What follows belongs to an exercise in optimizing a design on an open flow for small area; a production flow would make more cautious choices.
Function was checked by simulation only, so behaviour that the tests miss may differ from the original.
Power and IR drop assume default switching activity.

`flow/flow/run.sh`:
```
#!/bin/bash
# Own layout flow: the standard ORFS flow (standard.sh) with three changes:
#  - synthesis is synth_recipe.tcl unchanged except that its abc call uses an
#    area-oriented ABC script (flow/area.abc) instead of ORFS's speed script;
#    registers, their names and cell types are untouched;
#  - every input and output port still gets a buffer, but a buf_1;
#  - CTS uses no dummy loads.
set -euo pipefail
W=$(pwd)
F=$W/flow
cat > "$W/own_synth.tcl" <<TCL
proc abc {args} {
  set i [lsearch -exact \$args -script]
  if {\$i >= 0} { lset args [expr {\$i + 1}] {$F/area.abc} }
  yosys abc {*}\$args
}
source {$W/synth_recipe.tcl}
TCL
CTS="-sink_clustering_enable -repair_clock_nets -dont_use_dummy_load"
if [[ -f "$F/cts_args" ]]; then CTS="$(cat "$F/cts_args")"; fi
bash "$W/standard.sh" \
  "SYNTH_SCRIPT=$W/own_synth.tcl" \
  "BUFFER_PORTS_ARGS=-buffer_cell sky130_fd_sc_hd__buf_1" \
  "CTS_ARGS=$CTS" \
  finish > "$W/own_flow.log" 2>&1
```
`flow/flow/area.abc`:
```
strash
dc2
dch -f
map -a
topo
```
`flow/constraint.sdc`:
```
create_clock -name core_clock -period 10.0 [get_ports {clk}]
set_input_delay 2.0000 -clock core_clock [delete_from_list [all_inputs] [get_ports {clk}]]
set_output_delay 2.0000 -clock core_clock [all_outputs]
set_load 0.01 [all_outputs]
```
`flow/config.mk`:
```
export PLATFORM = sky130hd
export DESIGN_NAME = main
export DESIGN_NICKNAME = main
export VERILOG_FILES = /design/flow/design.v
export SDC_FILE = /design/flow/constraint.sdc
export NUM_CORES = 4
export LEC_CHECK = 0
export CAP_MARGIN = 20
export CORE_MARGIN = 2
export CORE_UTILIZATION = 40
export PLACE_DENSITY = 0.6
export SLEW_MARGIN = 20
```
`flow/standard.sh`:
```
#!/bin/bash
# synth_recipe.tcl (not shown) runs the flow's synth.tcl, then flattens the netlist and writes it again
# the make line also repeats each setting of config.mk as NAME=value (left out here)
make -C /OpenROAD-flow-scripts/flow DESIGN_CONFIG=/design/flow/config.mk WORK_HOME=/design/flow/orfs CLKGATE_MAP_FILE= SYNTH_SCRIPT=/design/flow/synth_recipe.tcl "${@:-finish}"
```
`flow/design.v`:
```
module dbc_lfsr (
    input clk,
    input rst_n,
    input button,
    output event_o
);
    localparam [10:0] P = 11'b10000000110;
    reg s1, s2;
    reg [10:0] q;
    wire z = ~|q[9:0];
    wire start = s1 & ~s2 & z;
    wire f = (q[10] ^ q[8]) & ~z;
    assign event_o = z & q[10];
    always @(posedge clk) begin
        s1 <= rst_n & button;
        s2 <= rst_n & s1;
        if (!rst_n) q <= 11'd0;
        else if (start) q <= P;
        else q <= {q[9:0], f};
    end
endmodule
module main(
    input clk,
    input reset,
    input entry_sensor,
    input exit_sensor,
    input [1:0] switch,
    input beep_in,
    output beep,
    output door_open,
    output full,
    output [2:0] c,
    output [1:0] L,
    output [3:0] state,
    output [4:0] seg_sel,
    output [7:0] seg_data
);
    assign beep = beep_in;
    wire rst_n = reset;
    wire ent, ext;
    dbc_lfsr dbc1 (.clk(clk), .rst_n(rst_n), .button(~entry_sensor), .event_o(ent));
    dbc_lfsr dbc2 (.clk(clk), .rst_n(rst_n), .button(~exit_sensor), .event_o(ext));
    reg [3:0] st;
    reg [2:0] cr;
    reg [1:0] Lr;
    assign state = st;
    assign c = cr;
    assign L = Lr;
    wire nf = &st;
    wire [3:0] nst;
    assign nst[0] = (ent & ~st[0]) | (st[0] & ~(ext & (switch == 2'd0)));
    assign nst[1] = (ent & st[0] & ~st[1]) | (st[1] & ~(ext & (switch == 2'd1)));
    assign nst[2] = (ent & st[0] & st[1] & ~st[2]) | (st[2] & ~(ext & (switch == 2'd2)));
    assign nst[3] = (ent & st[0] & st[1] & st[2] & ~st[3]) | (st[3] & ~(ext & (switch == 2'd3)));
    wire [1:0] nL = ~st[0] ? 2'd0 : ~st[1] ? 2'd1 : ~st[2] ? 2'd2 : ~st[3] ? 2'd3 : 2'd0;
    always @(posedge clk) begin
        if (!rst_n) begin
            st <= 4'd0;
            cr <= 3'd4;
            Lr <= 2'd0;
        end else begin
            st <= nst;
            cr <= (ent & ~nf) ? cr - 3'd1 : ext ? cr + 3'd1 : cr;
            Lr <= nL;
        end
    end
    localparam [9:0] DW = 10'b1010110010;
    reg [5:0] dcnt;
    reg [9:0] dt;
    wire dev = (ent & ~full) | ext;
    wire drun = |dcnt;
    wire dwrap = (dt == DW);
    assign door_open = dcnt[0];
    always @(posedge clk) begin
        if (!rst_n) begin
            dcnt <= 6'd0;
            dt <= 10'd0;
        end else if (dev) begin
            dcnt <= 6'd39;
        end else if (drun) begin
            if (dwrap) begin
                dt <= 10'd0;
                dcnt <= dcnt - 6'd1;
            end else
                dt <= {dt[8:0], ~(dt[9] ^ dt[6])};
        end
    end
    localparam [10:0] FW = 11'b00000010111;
    reg fr;
    reg [2:0] fcnt;
    reg [10:0] ft;
    wire ftrig = nf & ent;
    wire frun = |fcnt;
    wire fwrap = (ft == FW);
    assign full = fr;
    always @(posedge clk) begin
        if (!rst_n) begin
            fr <= 1'b0;
            fcnt <= 3'd0;
            ft <= 11'd0;
        end else if (ftrig) begin
            fcnt <= 3'd7;
            fr <= 1'b1;
        end else if (frun) begin
            if (fwrap) begin
                ft <= 11'd0;
                fr <= ~fr;
                fcnt <= fcnt - 3'd1;
            end else
                ft <= {ft[9:0], ~(ft[10] ^ ft[8])};
        end else
            fr <= nf;
    end
    reg [4:0] q;
    reg [2:0] A, B;
    wire tick = &q[2:0];
    wire [1:0] ds = q[4:3];
    reg [2:0] nA;
    always @* begin
        case (ds)
            2'd0: nA = cr;
            2'd1: nA = fr ? 3'd7 : {1'b0, Lr};
            2'd2: nA = fr ? 3'd6 : 3'd7;
            default: nA = 3'd7;
        endcase
    end
    always @(posedge clk) begin
        if (!rst_n) begin
            q <= 5'b00100;
            A <= 3'd0;
            B <= 3'd0;
        end else begin
            q <= q + 5'd1;
            if (tick) begin
                A <= nA;
                B <= A;
            end
        end
    end
    wire blank = (ds == 2'd0) & ~B[2];
    reg [7:0] seg;
    always @* begin
        case (B)
            3'd0: seg = 8'b00111111;
            3'd1: seg = 8'b00000110;
            3'd2: seg = 8'b01011011;
            3'd3: seg = 8'b01001111;
            3'd4: seg = 8'b01100110;
            3'd5: seg = 8'b01101101;
            3'd6: seg = 8'b01110001;
            default: seg = 8'b01000000;
        endcase
    end
    assign seg_data = blank ? 8'd0 : seg;
    assign seg_sel = {1'b0, ds == 2'd1, (ds == 2'd0) & B[2], ds == 2'd2, ds == 2'd3};
endmodule
```
==> run summary, run 1 <==
hold depth 2; worst-path fanout max 1; post-DR vias/cell approximately 4.8; final wirelength between 5000 and 6000 um; largest net degree at the start of global routing 26; leakage between 1 and 1.5 nW; ys flop type dfxtp_1; drt initial violations between 100 and 150; Initial Utilization 0.4175; average wire per standard cell 10.80 um; Max Cap Violations 0; GP Congestion around 0.75; Crit. End Element output port; final core occ 0.4648; final setup violation count 0; top cell type's share of synthesized area 0.5064; FF+latch count, synth 77; Max-slew headroom 0.6101; cts hold-fix bufs 0; Net Switching 0.1476 mW; # diodes 0; first-pass GRT wire length around 10000 um; Yosys Warn Count 2; initial antenna violation count 0; Overall Power between 0.5 and 0.6 mW; Cell variety after synth 22; Critical Path End beep; final slew viol count 0; DR top layer met4; synth top area cells dfxtp_1, nor2_1, clkinv_1; DR WL met2 approximately 2500 um; Detailed Place HPWL between 4000 and 5000 um; unrepaired setup endpoints after global routing no; min Tclk post-route around 4 ns; Hold WC Path Type flip-flop to flip-flop; GR Util All Layers 0.1485; PostCTS Resize Cnt 0; reg2reg setup slack around 7.6 ns; worst reg2reg path startpoint dbc1.q[0]; EDFF count, synth 0; Comb pwr share 0.114; r2r endpoint cr[2]; Die W just over 90 um; Post-CTS Setup Bufs 0; worst path required time approximately 8 ns; IO Port Bufs 27; Remaining DRCs 0; wl on met1 2886 um; Crit. Startpoint beep_in; core area approximately 7300 um^2; post-synth top area cell dfxtp_1; crit start category primary input; status complete, no violations; Antenna Nets Post-Route 0; met3 routed WL approximately 210 um; fin nets between 400 and 500; final hold violation count 0; Worst-Skew Late Latency ~0.35 ns; Die ar. around 8300 um^2; Int Pwr 0.4260 mW; P&R area growth vs syn 11.34%; Arrival @ worst endpoint 2.00 ns; Reg2Reg Depth 12; grt ovf 0; power density over the cells 169.2 nW/um^2; upper clock frequency limit 250.0 MHz; clock power share 0.302; via count about 2500; Levels on crit path 0; post-synthesis cell area between 3000 and 4000 um^2; chip height approximately 90 um; Clock transition at path regs about 0.07 ns; CTS tree yes; Root Driver clkbuf_8; asr flop ratio synth 0; Sw Ratio 0.2573; hold_ws just over 0.4 ns; setup_tns 0 ns; Sequential Power Share 0.584; VDD IR-drop max between 0.07 and 0.08 mV; DR pass1 iterations 4; maximum clock path buffer count 2; share of cells above drive strength 1 0.03016; crit path kind primary input to output port; syn avg cell area a little under 8 um^2; vias in the first global route about 2300; clock sink count 77; measured slew at the worst slew-check pin 0.5827 ns; Site Rows 31; total CTS buffers 9; Final Skew about 0.033 ns; HP Start dbc1.q[5]; sequential area share after synthesis 0.5064; Syn Inst Count around 400; fin crit share 0.4000; I/O pin total 32; CTS H-tree depth 3
==> synth_stat cells (all sizes together), types with 5 or more instances <==
master	count
ha	6
o21ai	31
nor2	73
nor4	5
nand3	10
a31oi	5
a21oi	41
nor3	12
nand2	30
clkinv	72
dfxtp	77
a22oi	7
nand4	7
==> cells by family after synthesis <==
kind of cell | share of synthesized area
flops | 0.5064
buf+inv | 0.09618
other cells | 0.001232
fa+ha+maj | 0.02466
xor+xnor | 0.01439
simple gates | 0.1919
compound gates | 0.1652
==> how the worst min path moves through the flow <==
stage                      endpoint  slack (ns)
after floorplan           dbc1.q[8]        0.40
after global placement    dbc1.q[8]        0.41
after detailed placement    dbc1.s2        0.41
after CTS                 dbc1.q[6]        0.42
after global routing        dbc1.s2        0.43
final                     dbc1.q[6]        0.41
==> flip-flops by register name, summed over array words and instances, names as in the netlist <==
name / count
dbc2.q: 11
fr: 1
st: 4
dbc2.s2: 1
B: 3
ft: 11
dt: 10
A: 3
dbc2.s1: 1
q: 5
dbc1.q: 11
dcnt: 6
Lr: 2
fcnt: 3
dbc1.s1: 1
dbc1.s2: 1
cr: 3
==> per-stage QoR <==
step                cells  worst slack [ns]  instance area [um^2]
floorplan             396             5.881                  3048
global placement      521             6.000                  3266
detailed placement    521             6.000                  3266
CTS                   530             6.000                  3390
global route          530             6.000                  3390
finish                530             6.000                  3390
==> worst reg2reg max path, delay by kind of cell, from the launching register on <==
kind / cells / cell delay, ns
compound gates: 4 / 0.48
simple gates: 4 / 1.02
xor+xnor: 1 / 0.18
fa+ha+maj: 1 / 0.16
flops: 1 / 0.31
buf+inv: 2 / 0.12
==> power by group through the flow <==
| stage | clock [mW] | combinational [mW] | sequential (mW) |
|---|---|---|---|
| global placement | 0 | 0.0643 | 0.342 |
| floorplan | 0 | 0.0486 | 0.340 |
| global route | 0.196 | 0.0744 | 0.337 |
| CTS | 0.183 | 0.0658 | 0.335 |
| detailed placement | 0 | 0.0653 | 0.342 |
| finish | 0.173 | 0.0654 | 0.335 |
==> placed cells by master, fill, tap and decap left out <==
cell type	netlist	final
nor3_1	12	12
or2_2	2	2
ha_1	6	6
clkbuf_8	0	9
xor2_1	3	3
conb_1	1	2
buf_1	0	27
a22oi_1	7	7
nand4_1	7	7
dfxtp_1	77	77
a211oi_1	3	3
xnor2_1	2	2
nor4_1	5	5
o22ai_1	2	2
buf_4	3	2
nand2_1	30	30
nor2_1	73	73
a31oi_1	5	5
a311oi_1	1	1
nand3_1	10	10
clkinv_1	72	72
a21oi_1	41	41
o21a_1	2	2
o21ai_0	31	31
==> metal layers <==
metal	track usage	up-vias
met2	0.2315	35
met4	0.07576	0
met1	0.1914	1112
met5	0	-
met3	0.03568	8
li1	-	1363
==> layout make-up <==
type                            instances  area (um^2)
Clock buffer                            9        123.9
Tap cell                               99        123.9
Sequential cell                        77         1541
Inverter                               72        270.3
Multi-Input combinational cell        244         1214
Timing Repair Buffer                   29        116.4
Fill cell                             769         3902
==> run 2: changes to the inputs <==
==> flow/flow/cts_args (new file) <==
-sink_clustering_enable -repair_clock_nets -dont_use_dummy_load -buf_list sky130_fd_sc_hd__clkbuf_16 -root_buf sky130_fd_sc_hd__clkbuf_16 -sink_clustering_size 100 -sink_clustering_max_diameter 500
==> run summary, run 2 <==
post-synthesis cell area approximately 3000 um^2; Antenna Nets Post-Route 0; Arrival @ worst endpoint around 2.0 ns; synth top area cells dfxtp_1, nor2_1, clkinv_1; IO Port Bufs 27; post-DR vias/cell roughly 4.8; Clock transition at path regs about 0.050 ns; Worst-Skew Late Latency around 0.32 ns; Levels on crit path 0; Initial Utilization 0.4175; clock sink count 77; sequential area share after synthesis 0.5064; P&R area growth vs syn 14.67%; Detailed Place HPWL roughly 4200 um; share of cells above drive strength 1 0.03016; maximum clock path buffer count 2; hold depth 2; upper clock frequency limit about 250 MHz; final slew viol count 0; core area approximately 7300 um^2; leading registers by flop count dbc1.q: 11 flops, dbc2.q: 11 flops, ft: 11 flops; Max Cap Violations 0; Remaining DRCs 0; via count 2524; Sequential Power Share 0.509; min Tclk post-route approximately 4 ns; grt ovf 0; post-synth top area cell dfxtp_1; commonest non-fill, non-tap cell in the layout dfxtp_1; asr flop ratio synth 0; PostCTS Resize Cnt 0; Max-slew headroom 0.6147; setup_tns 0 ns; EDFF count, synth 0; initial antenna violation count 0; total CTS buffers 9; Sw Ratio 0.2373; GP Congestion 0.7531; Comb pwr share 0.099; final core occ 0.4787; fin crit share 0.4000; unrepaired setup endpoints after global routing no; # diodes 0; most frequent cells in the layout dfxtp_1, nor2_1, clkinv_1; DR pass1 iterations 4; CTS H-tree depth 3; vias in the first global route approximately 2300; status complete, no violations; drt initial violations 124; final wirelength ~5700 um; Hold WC Path Type flip-flop to flip-flop; Root Driver clkbuf_16; final setup violation count 0; cts hold-fix bufs 0; power density over the cells around 190 nW/um^2; Site Rows 31; top cell type's share of synthesized area 0.5064; top-count cell post-synth dfxtp_1; worst path required time around 8 ns; clock power share 0.393; Crit. End Element output port; I/O pin total 32; measured slew at the worst slew-check pin around 0.58 ns; ys flop type dfxtp_1; Die ar. 8324 um^2; crit path kind primary input to output port; leakage around 1.2 nW; Post-CTS Setup Bufs 0; Int Pwr 0.5037 mW; first-pass GRT wire length approximately 10000 um; final hold violation count 0; syn avg cell area between 7 and 8 um^2; chip height approximately 91 um; average wire per standard cell 10.83 um; Final Skew around 0.021 ns; largest net degree at the start of global routing 26; VDD IR-drop max about 0.10 mV; fin nets 446; Yosys Warn Count 2; FF+latch count, synth 77; Post-synth top cells dfxtp_1, nor2_1, clkinv_1; crit start category primary input; Syn Inst Count 395; CTS tree yes; Die W 91.24 um; Cell variety after synth 22; worst-path fanout max 1; Net Switching between 0.15 and 0.2 mW; Reg2Reg Depth 12; GR Util All Layers 0.1499
[run 2: cell families after synthesis]
kind of cell | Yosys count | share of synthesized area
compound gates | 92 | 0.1652
xor+xnor | 5 | 0.01439
fa+ha+maj | 6 | 0.02466
buf+inv | 75 | 0.09618
flops | 77 | 0.5064
other cells | 1 | 0.001232
simple gates | 139 | 0.1919
[run 2: area by class of cell]
type | count | area, um^2
fill | 756 | 3801
sequential | 77 | 1541
multi-input combinational | 244 | 1214
inverter | 72 | 270.3
clock buffer | 9 | 225.2
tap | 99 | 123.9
timing repair buffer | 29 | 116.4
[run 2: per-layer routing]
metal	track usage	routed length, um
met5	0	0
met4	0.07197	74
met3	0.03568	177
met2	0.2377	2590
met1	0.1919	2895
[run 2: final timing paths]
path	startpoint	end	slack, ns
max reg2reg	dbc1.q[0]	cr[2]	7.63
min	dbc1.s1	dbc1.s2	0.42
max	beep_in	beep	6.00
min reg2reg	dbc1.s1	dbc1.s2	0.42
[run 2: power groups by stage]
stage          Clock, mW  Combinational, mW  Sequential (mW)
2_1_floorplan          0             0.0486            0.340
3_3_place_gp           0             0.0643            0.342
3_5_place_dp           0             0.0653            0.342
4_1_cts            0.269             0.0658            0.336
5_1_grt            0.283             0.0745            0.338
6_report           0.259             0.0653            0.336
[run 2: stage by stage]
stage | area, um^2 | hold WS [ns] | cells | total power [mW] | worst slack, ns
floorplan | 3048 | 0.4030 | 396 | 0.3887 | 5.881
global placement | 3266 | 0.4081 | 521 | 0.4061 | 6.000
detailed placement | 3266 | 0.4116 | 521 | 0.4073 | 6.000
CTS | 3491 | 0.4193 | 530 | 0.6706 | 6.000
global route | 3491 | 0.4308 | 530 | 0.6956 | 6.000
finish | 3491 | 0.4166 | 530 | 0.6604 | 6.000
==> run 3: changes to the inputs <==
==> flow/run.sh (new file) <==
#!/bin/bash
# synth_recipe.tcl (not shown) runs the flow's synth.tcl, then flattens the netlist and writes it again
# the make line also repeats each setting of config.mk as NAME=value (left out here)
make -C /OpenROAD-flow-scripts/flow DESIGN_CONFIG=/design/flow/config.mk WORK_HOME=/design/flow/orfs CLKGATE_MAP_FILE= SYNTH_SCRIPT=/design/flow/synth_recipe.tcl finish
removed: flow/flow/run.sh
removed: flow/flow/area.abc
removed: flow/flow/cts_args
removed: flow/standard.sh
==> run summary, run 3 <==
commonest non-fill, non-tap cell in the layout dfxtp_1; chip height ~94 um; first-pass GRT wire length roughly 11000 um; Syn Inst Count around 350; asr flop ratio synth 0; worst hold endpoint A[0]; Yosys Warn Count 2; IO Port Bufs 27; initial antenna violation count 0; largest net degree at the start of global routing 60; Crit. Startpoint reset; Max-slew headroom 0.4435; PostCTS Resize Cnt 0; via count 2428; post-synthesis cell area 3229 um^2; Post-CTS Setup Bufs 0; fraction of synthesized area in multiplexers 0.05695; Cell variety after synth 47; GR Util All Layers 0.1507; cts hold-fix bufs 0; Crit. End Element flip-flop; synth top area cells dfxtp_1, mux2i_1, nand2_1; most frequent cells in the layout dfxtp_1, nand2_1, nor2_1; Detailed Place HPWL 4261 um; Overall Power 0.6180 mW; post-DR vias/cell about 5; crit path kind primary input to flip-flop; met1 Use GR 0.2061; Synth Area in Simple Gates 0.2728; Antenna Nets Post-Route 0; maximum clock path buffer count 2; Die W 93.85 um; hold_ws ~0.46 ns; vias in the first global route 2262; final instance area 3761 um^2; Site Rows 32; clock sink count 77; XOR/XNOR Fraction of Synth Area 0.03255; grt ovf 0; worst path required time a little over 10 ns; power density over the cells about 160 nW/um^2; leakage roughly 1.4 nW; core area slightly below 8000 um^2; I/O pin total 32; Die ar. between 8000 and 9000 um^2; reg2reg setup slack between 7 and 8 ns; leading registers by flop count dbc1.q: 11 flops, dbc2.q: 11 flops, ft: 11 flops; status complete, no violations; Reg2Reg Depth 8; setup_tns 0 ns; unrepaired setup endpoints after global routing no; final setup violation count 0; average wire per standard cell roughly 13 um; met2 Usage GRT 0.2357; Final Skew 0.008907 ns; Post-synth top cells dfxtp_1, nand2_1, nor2_1; r2r endpoint cr[2]; GP Congestion between 0.7 and 0.8; Initial Utilization 0.4158; CTS H-tree depth 3; largest family of logic cells by synthesized area simple AND/OR/NAND/NOR gates; hold depth 2; Layout fillers 774; crit start category primary input; placed insts 468; worst-path fanout max a little under 60; drt initial violations 91; Root Driver clkbuf_8; DR pass1 iterations 4; placed cell area approximately 3600 um^2; syn avg cell area ~9 um^2; Hold WC Path Type flip-flop to flip-flop; most used routing layer met2; VDD IR-drop max between 0.06 and 0.07 mV; met3 usage 0.03050; Max Cap Violations 0; Finished Layout Cells around 480; FF+latch count, synth between 70 and 80; post-synth top area cell dfxtp_1; final core occ 0.4842; measured slew at the worst slew-check pin between 0.8 and 0.9 ns; # diodes 0; CTS tree yes; top-count cell post-synth dfxtp_1; sequential area share after synthesis 0.4773; HP Start A[0]; Arrival @ worst endpoint roughly 4.6 ns; final slew viol count 0; final hold violation count 0; Worst-Skew Late Latency roughly 0.33 ns; share of cells above drive strength 1 0.07853; Place WS approximately 5.3 ns; final wirelength just over 6000 um; worst reg2reg path startpoint dbc1.q[8]; top cell type's share of synthesized area 0.4773; min Tclk post-route 4.344 ns; P&R area growth vs syn 16.47%; upper clock frequency limit roughly 230 MHz; Post-Synth Adder-Cell Area 0.02325; fin nets 390; final worst slack 5.656 ns; fin crit share 0.4344; Remaining DRCs 0; Compound-Gate Fraction of Synth Area 0.09919; ys flop type dfxtp_1; total CTS buffers 9; EDFF count, synth 0; Clock transition at path regs 0.08 ns
run 3: layout make-up:
| class | count | area (um^2) | share of cell area |
|---|---|---|---|
| clock inverter | 6 | 62.56 | 0.01663 |
| multi-input combinational | 250 | 1573 | 0.4182 |
| sequential | 77 | 1541 | 0.4098 |
| timing repair buffer | 28 | 277.8 | 0.07385 |
| tap | 102 | 127.6 | 0.03393 |
| inverter | 11 | 41.29 | 0.01098 |
| clock buffer | 10 | 137.6 | 0.03659 |
run 3: power by group:
group / internal (mW) / switching (mW)
Clock: 0.121 / 0.110
Combinational: 0.0290 / 0.0335
Sequential: 0.316 / 0.00853
Total: 0.466 / 0.152
run 3: worst max path at each step:
stage | end | depth (start not counted) | slack [ns]
2_1_floorplan | beep | 1 | 5.88
3_3_place_gp | ft[3] | 6 | 5.35
3_5_place_dp | ft[3] | 6 | 5.29
4_1_cts | ft[5] | 6 | 5.66
5_1_grt | ft[1] | 6 | 5.40
6_report | ft[5] | 6 | 5.66
run 3: worst max-delay path, stage by stage:
cell             delay [ns]
clkdlybuf4s50_1        0.45
buf_4                  0.43
clkinv_1               0.82
a31oi_1                0.65
nand3_1                0.12
o21ai_0                0.08
run 3: cells by family after synthesis:
family,after synthesis
mux,18
fa+ha+maj,6
flops,77
buf+inv,28
compound gates,55
simple gates,157
xor+xnor,12
other cells,1
run 3: routing by layer:
layer	part of all wire	vias up
met1	0.51	1121
met5	0	-
met4	0.0096	0
met2	0.45	30
li1	-	1271
met3	0.027	6

==> separate check: timing with driven ports <==
The results above use ideal ports. As a check the final layouts listed here were re-extracted and re-timed, cells and wires unchanged. Step 1 (the two cells are an assumption about what drives the block):
set clk [get_ports {clk}]
set_driving_cell -lib_cell sky130_fd_sc_hd__clkbuf_16 $clk
set_driving_cell -lib_cell sky130_fd_sc_hd__buf_2 [delete_from_list [all_inputs] $clk]
Step 2 also shifts input and output timing later by t, the mid clock arrival at the registers, as if the neighbouring blocks saw the same clock. Slacks: ideal / step 1 / step 2; pairs: ideal / step 1.
run | shift t [ns] | slack for setup (ns) | worst setup path after step 2 | slew at the worst register clock pin (ns)
run 1 | 0.358 | 6.000 / 5.959 / 5.959 | input to output | 0.09 / 0.09
run 2 | 0.349 | 6.000 / 5.959 / 5.959 | input to output | 0.06 / 0.06
run 3 | 0.357 | 5.656 / 5.662 / 5.305 | input to register | 0.08 / 0.08
After both steps setup and hold are still met in every run listed. For run 3, which loses most, drivers alone change the setup slack by +0.006 ns; drivers and shift together by -0.351 ns.
